From an optimization exercise on the open Yosys and OpenROAD flow, aimed at small area and a short achievable clock period; shortcuts taken in it are not production practice.
The RTL was checked by simulation tests, not by an equivalence proof against the original design.
Power and IR drop assume default switching activity.

build 60:
## FIR
module FIR(Dout,
           Din,
           clk,
           reset);
For scale: about 460 cells after synthesis, about 5200 sq um of cells after synthesis.
clock: 12.0 ns
lec_check: 0
abc_area: 1
cap_margin: 20
core_margin: 2
core_utilization: 40
setup_slack_margin: 5
slew_margin: 20
synth_hierarchical: 1
synth_minimum_keep_size: 0
standard.sh (not shown) runs the stock make flow with config.mk's settings and CLKGATE_MAP_FILE= SYNTH_SCRIPT=/design/flow/synth_recipe.tcl, a recipe that flattens the netlist after the stock synthesis.
==> flow/flow/run.sh <==
#!/bin/bash
# Own layout flow: the standard ORFS flow (standard.sh's make command and
# synthesis, unchanged), with these changes after synthesis:
#  - timing repair aims at a setup slack margin of $MARGIN ns,
#  - port buffers are buf_2 cells (ORFS's default pick is a delay cell),
#  - clock tree: clkbuf_8 buffers, larger sink clusters, no dummy loads.
# ORFS writes each tool's log under orfs/logs/; make's output goes to
# make_*.log in this folder.
set -euo pipefail
MARGIN=5.3
MAKELINE=$(grep '^make ' standard.sh | sed 's/"\${@:-finish}"//')
run_make() { eval "$MAKELINE"' "$@"'; }
run_make synth > make_synth.log 2>&1
run_make "SETUP_SLACK_MARGIN=$MARGIN" \
  "BUFFER_PORTS_ARGS=-buffer_cell sky130_fd_sc_hd__buf_2" \
  "CTS_ARGS=-sink_clustering_enable -repair_clock_nets -dont_use_dummy_load -buf_list sky130_fd_sc_hd__clkbuf_8 -sink_clustering_size 30 -sink_clustering_max_diameter 100" \
  finish > make_finish.log 2>&1
# everything is built: this only writes out/final.def from the final layout
bash standard.sh finish > make_def.log 2>&1
Build 60 completed every stage of the flow, and the final layout passed the timing, design-rule and antenna checks.
[inputs] build 23 vs build 60
--- a/flow/flow/run.sh
+++ b/flow/flow/run.sh
@@ -10 +10 @@
-MARGIN=5.3
+MARGIN=5
@@ -14 +14 @@
-run_make "SETUP_SLACK_MARGIN=$MARGIN" \
+run_make "SETUP_SLACK_MARGIN=$MARGIN" "RECOVER_POWER=100" \
--- outcome ---
Every stage of build 23 finished as expected; the final checks, on the other hand, flagged max-capacitance violations, max-slew violations, which means the layout fails. When build 23 is measured against build 60, its routed wire length turns out 4.0% lower. Placement-stage worst setup slack, build 60 and build 23: higher on build 60. On fraction of area in multi-input gates: between build 60 and build 23, it ends up higher for build 23. Build 23 vs build 60 — power dropped by more than 10%.
Input changes introduced in build 81 (baseline for comparison: build 23):
--- a/flow/flow/run.sh
+++ b/flow/flow/run.sh
@@ -14 +14 @@
-run_make "SETUP_SLACK_MARGIN=$MARGIN" "RECOVER_POWER=100" \
+run_make "SETUP_SLACK_MARGIN=$MARGIN" \
Notes after the runs:
- Between build 81 and build 23, the total routed wirelength figures differ only marginally.
- [compare] base=build 23 new=build 81: total design power increased about 1.4%, starting density of the core flat, sequential share of layout area went down by 0.18 points, minimum clock period fell by 0.20 ns.
- Build 81 ended with every stage complete and zero timing, DRC or antenna violations.
- Count of antenna-violating nets left after detailed routing: build 81 vs build 23 identical
Edits applied to the flow inputs when going from build 81 to build 70:
--- a/flow/config.mk
+++ b/flow/config.mk
@@ -8 +7,0 @@
-export ABC_AREA = 1
Findings:
Taking build 81 as the reference, in build 70 share of post-route cells with drive strength above 1 moved up; number of gates resized after cts moved up; via total after detailed routing moved down. Re clock skew after layout: build 81 was lower than build 70. Build 70 vs build 81, first-pass GRT wire length went down by 11%. Side by side, post-detailed-routing wire length turned out lower in build 70 than in build 81. Relative to build 81, total power increased by about 0.44% in build 70.

* * *

## JK
FIR, a different RTL version from the one above (not shown whole).
Size in the first run: ~72 flip-flops, about 5100 um2 of cells after synthesis.
Settings: LEC_CHECK=0, CAP_MARGIN=20, CORE_MARGIN=2, CORE_UTILIZATION=40, SETUP_SLACK_MARGIN=5, SLEW_MARGIN=20, SYNTH_HIERARCHICAL=1, SYNTH_MINIMUM_KEEP_SIZE=0; clock period 12.0 ns.
==> flow/flow/run.sh <==
#!/bin/bash
# Own layout flow: the standard ORFS flow (standard.sh's make command and
# synthesis, unchanged), with these changes after synthesis:
#  - timing repair aims at a setup slack margin of $MARGIN ns,
#  - port buffers are buf_2 cells (ORFS's default pick is a delay cell),
#  - clock tree: clkbuf_8 buffers, larger sink clusters, no dummy loads.
# ORFS writes each tool's log under orfs/logs/; make's output goes to
# make_*.log in this folder.
set -euo pipefail
MARGIN=6
MAKELINE=$(grep '^make ' standard.sh | sed 's/"\${@:-finish}"//')
run_make() { eval "$MAKELINE"' "$@"'; }
run_make synth > make_synth.log 2>&1
run_make "SETUP_SLACK_MARGIN=$MARGIN" \
  "BUFFER_PORTS_ARGS=-buffer_cell sky130_fd_sc_hd__buf_2" \
  "CTS_ARGS=-sink_clustering_enable -repair_clock_nets -dont_use_dummy_load -buf_list sky130_fd_sc_hd__clkbuf_8 -sink_clustering_size 30 -sink_clustering_max_diameter 100" \
  finish > make_finish.log 2>&1
# everything is built: this only writes out/final.def from the final layout
bash standard.sh finish > make_def.log 2>&1
JK: all stages complete, timing, DRC and antenna checks passed
### JK -> MS
-- flow/flow/run.sh --
<<< JK, line 9
set -euo pipefail
MARGIN=6
MAKELINE=$(grep '^make ' standard.sh | sed 's/"\${@:-finish}"//')
>>> MS, line 9
set -euo pipefail
MARGIN=5
MAKELINE=$(grep '^make ' standard.sh | sed 's/"\${@:-finish}"//')
==> comparison <==
Measured against each other, MS and JK differ in depth of the worst register-to-register path, the lower figure coming from JK. In MS, the footprint of the multi-input gates came out 140 um2 below the value in JK. Power of the clock network essentially unchanged between JK and MS. On MS: final cell count is 12 lower than what JK gave.
[inputs] AL vs MS
- PLACE_DENSITY now 0.85, previously not set
- CORE_UTILIZATION now 75, was 40
Results
The more densely filled core belongs to AL, not MS. On count of buffers added by post-CTS timing repair for setup: between AL and MS, it ends up higher for AL. Min final cell count across AL and MS: AL.
Here is what was changed in the inputs of TR compared with AL.
- CORE_UTILIZATION now 40, was 75
- PLACE_DENSITY no longer set, was 0.85
-- flow/flow/run.sh --
<<< AL, line 15
  "BUFFER_PORTS_ARGS=-buffer_cell sky130_fd_sc_hd__buf_2" \
  "CTS_ARGS=-sink_clustering_enable -repair_clock_nets -dont_use_dummy_load -buf_list sky130_fd_sc_hd__clkbuf_8 -sink_clustering_size 30 -sink_clustering_max_diameter 100" \
  finish > make_finish.log 2>&1
>>> TR, line 15
  "BUFFER_PORTS_ARGS=-buffer_cell sky130_fd_sc_hd__buf_2" \
  "CTS_ARGS=-sink_clustering_enable -repair_clock_nets -dont_use_dummy_load -buf_list sky130_fd_sc_hd__clkbuf_16 -sink_clustering_size 40 -sink_clustering_max_diameter 300 -distance_between_buffers 200" \
  finish > make_finish.log 2>&1
--- outcome ---
Higher combinational-cell power consumption was reported by AL, not TR.
Looking at TR and AL, the net count reported at finish is a wash.
Comparing TR against AL, there is no change at all in iteration count of the initial detailed-routing pass.
Changes observed in TR relative to AL: cell count has increased, relative max-transition margin rose 1.7 points, worst setup slack up 0.064 ns, power after layout -about 2.7%.
Compared with AL, TR shows a lower met3 routing resource usage after global routing.
Between TR and AL, part of the total power dissipated in the clock network is higher for TR, AL comes in under that.

[re-timing with driven ports]
The flow's constraints put no driver on any port. The routed layouts listed below were extracted and timed again, unchanged, in two steps.
Step 1 (the two cells are an assumption about what drives the block):
set clk [get_ports {clk}]
set_driving_cell -lib_cell sky130_fd_sc_hd__clkbuf_16 $clk
set_driving_cell -lib_cell sky130_fd_sc_hd__buf_2 [delete_from_list [all_inputs] $clk]
Step 2 moves the port delays by t, midway between the first and last clock arrival at a register: inputs arrive t later, outputs are due t later. That takes back most of the time a late clock gives input paths.
Three values: ideal, step 1, step 2; two values: the first two.
run | shift t [ns] | setup WS [ns] | worst setup path at the end | latest minus earliest clock arrival (ns) | worst register clock-pin slew, ns
build 60 | 0.376 | 5.359 / 5.297 / 5.108 | input to register | 0.024 / 0.024 | 0.08 / 0.08
build 23 | 0.382 | 4.929 / 4.904 / 4.789 | input to register | 0.014 / 0.015 | 0.07 / 0.07
build 81 | 0.381 | 5.133 / 5.110 / 4.891 | input to register | 0.015 / 0.014 | 0.07 / 0.07
build 70 | 0.365 | 5.040 / 4.983 / 4.827 | input to register | 0.028 / 0.028 | 0.08 / 0.08
JK | 0.369 | 5.149 / 5.082 / 4.908 | input to register | 0.014 / 0.013 | 0.07 / 0.07
MS | 0.378 | 5.022 / 4.997 / 4.625 | input to register | 0.020 / 0.020 | 0.08 / 0.08
AL | 0.370 | 4.945 / 4.919 / 4.549 | input to register | 0.021 / 0.021 | 0.08 / 0.08
TR | 0.360 | 5.010 / 4.976 / 4.634 | input to register | 0.014 / 0.013 | 0.06 / 0.06
The setup slack of MS, which loses most, moves by -0.025 ns with the drivers and by -0.397 ns with both steps.
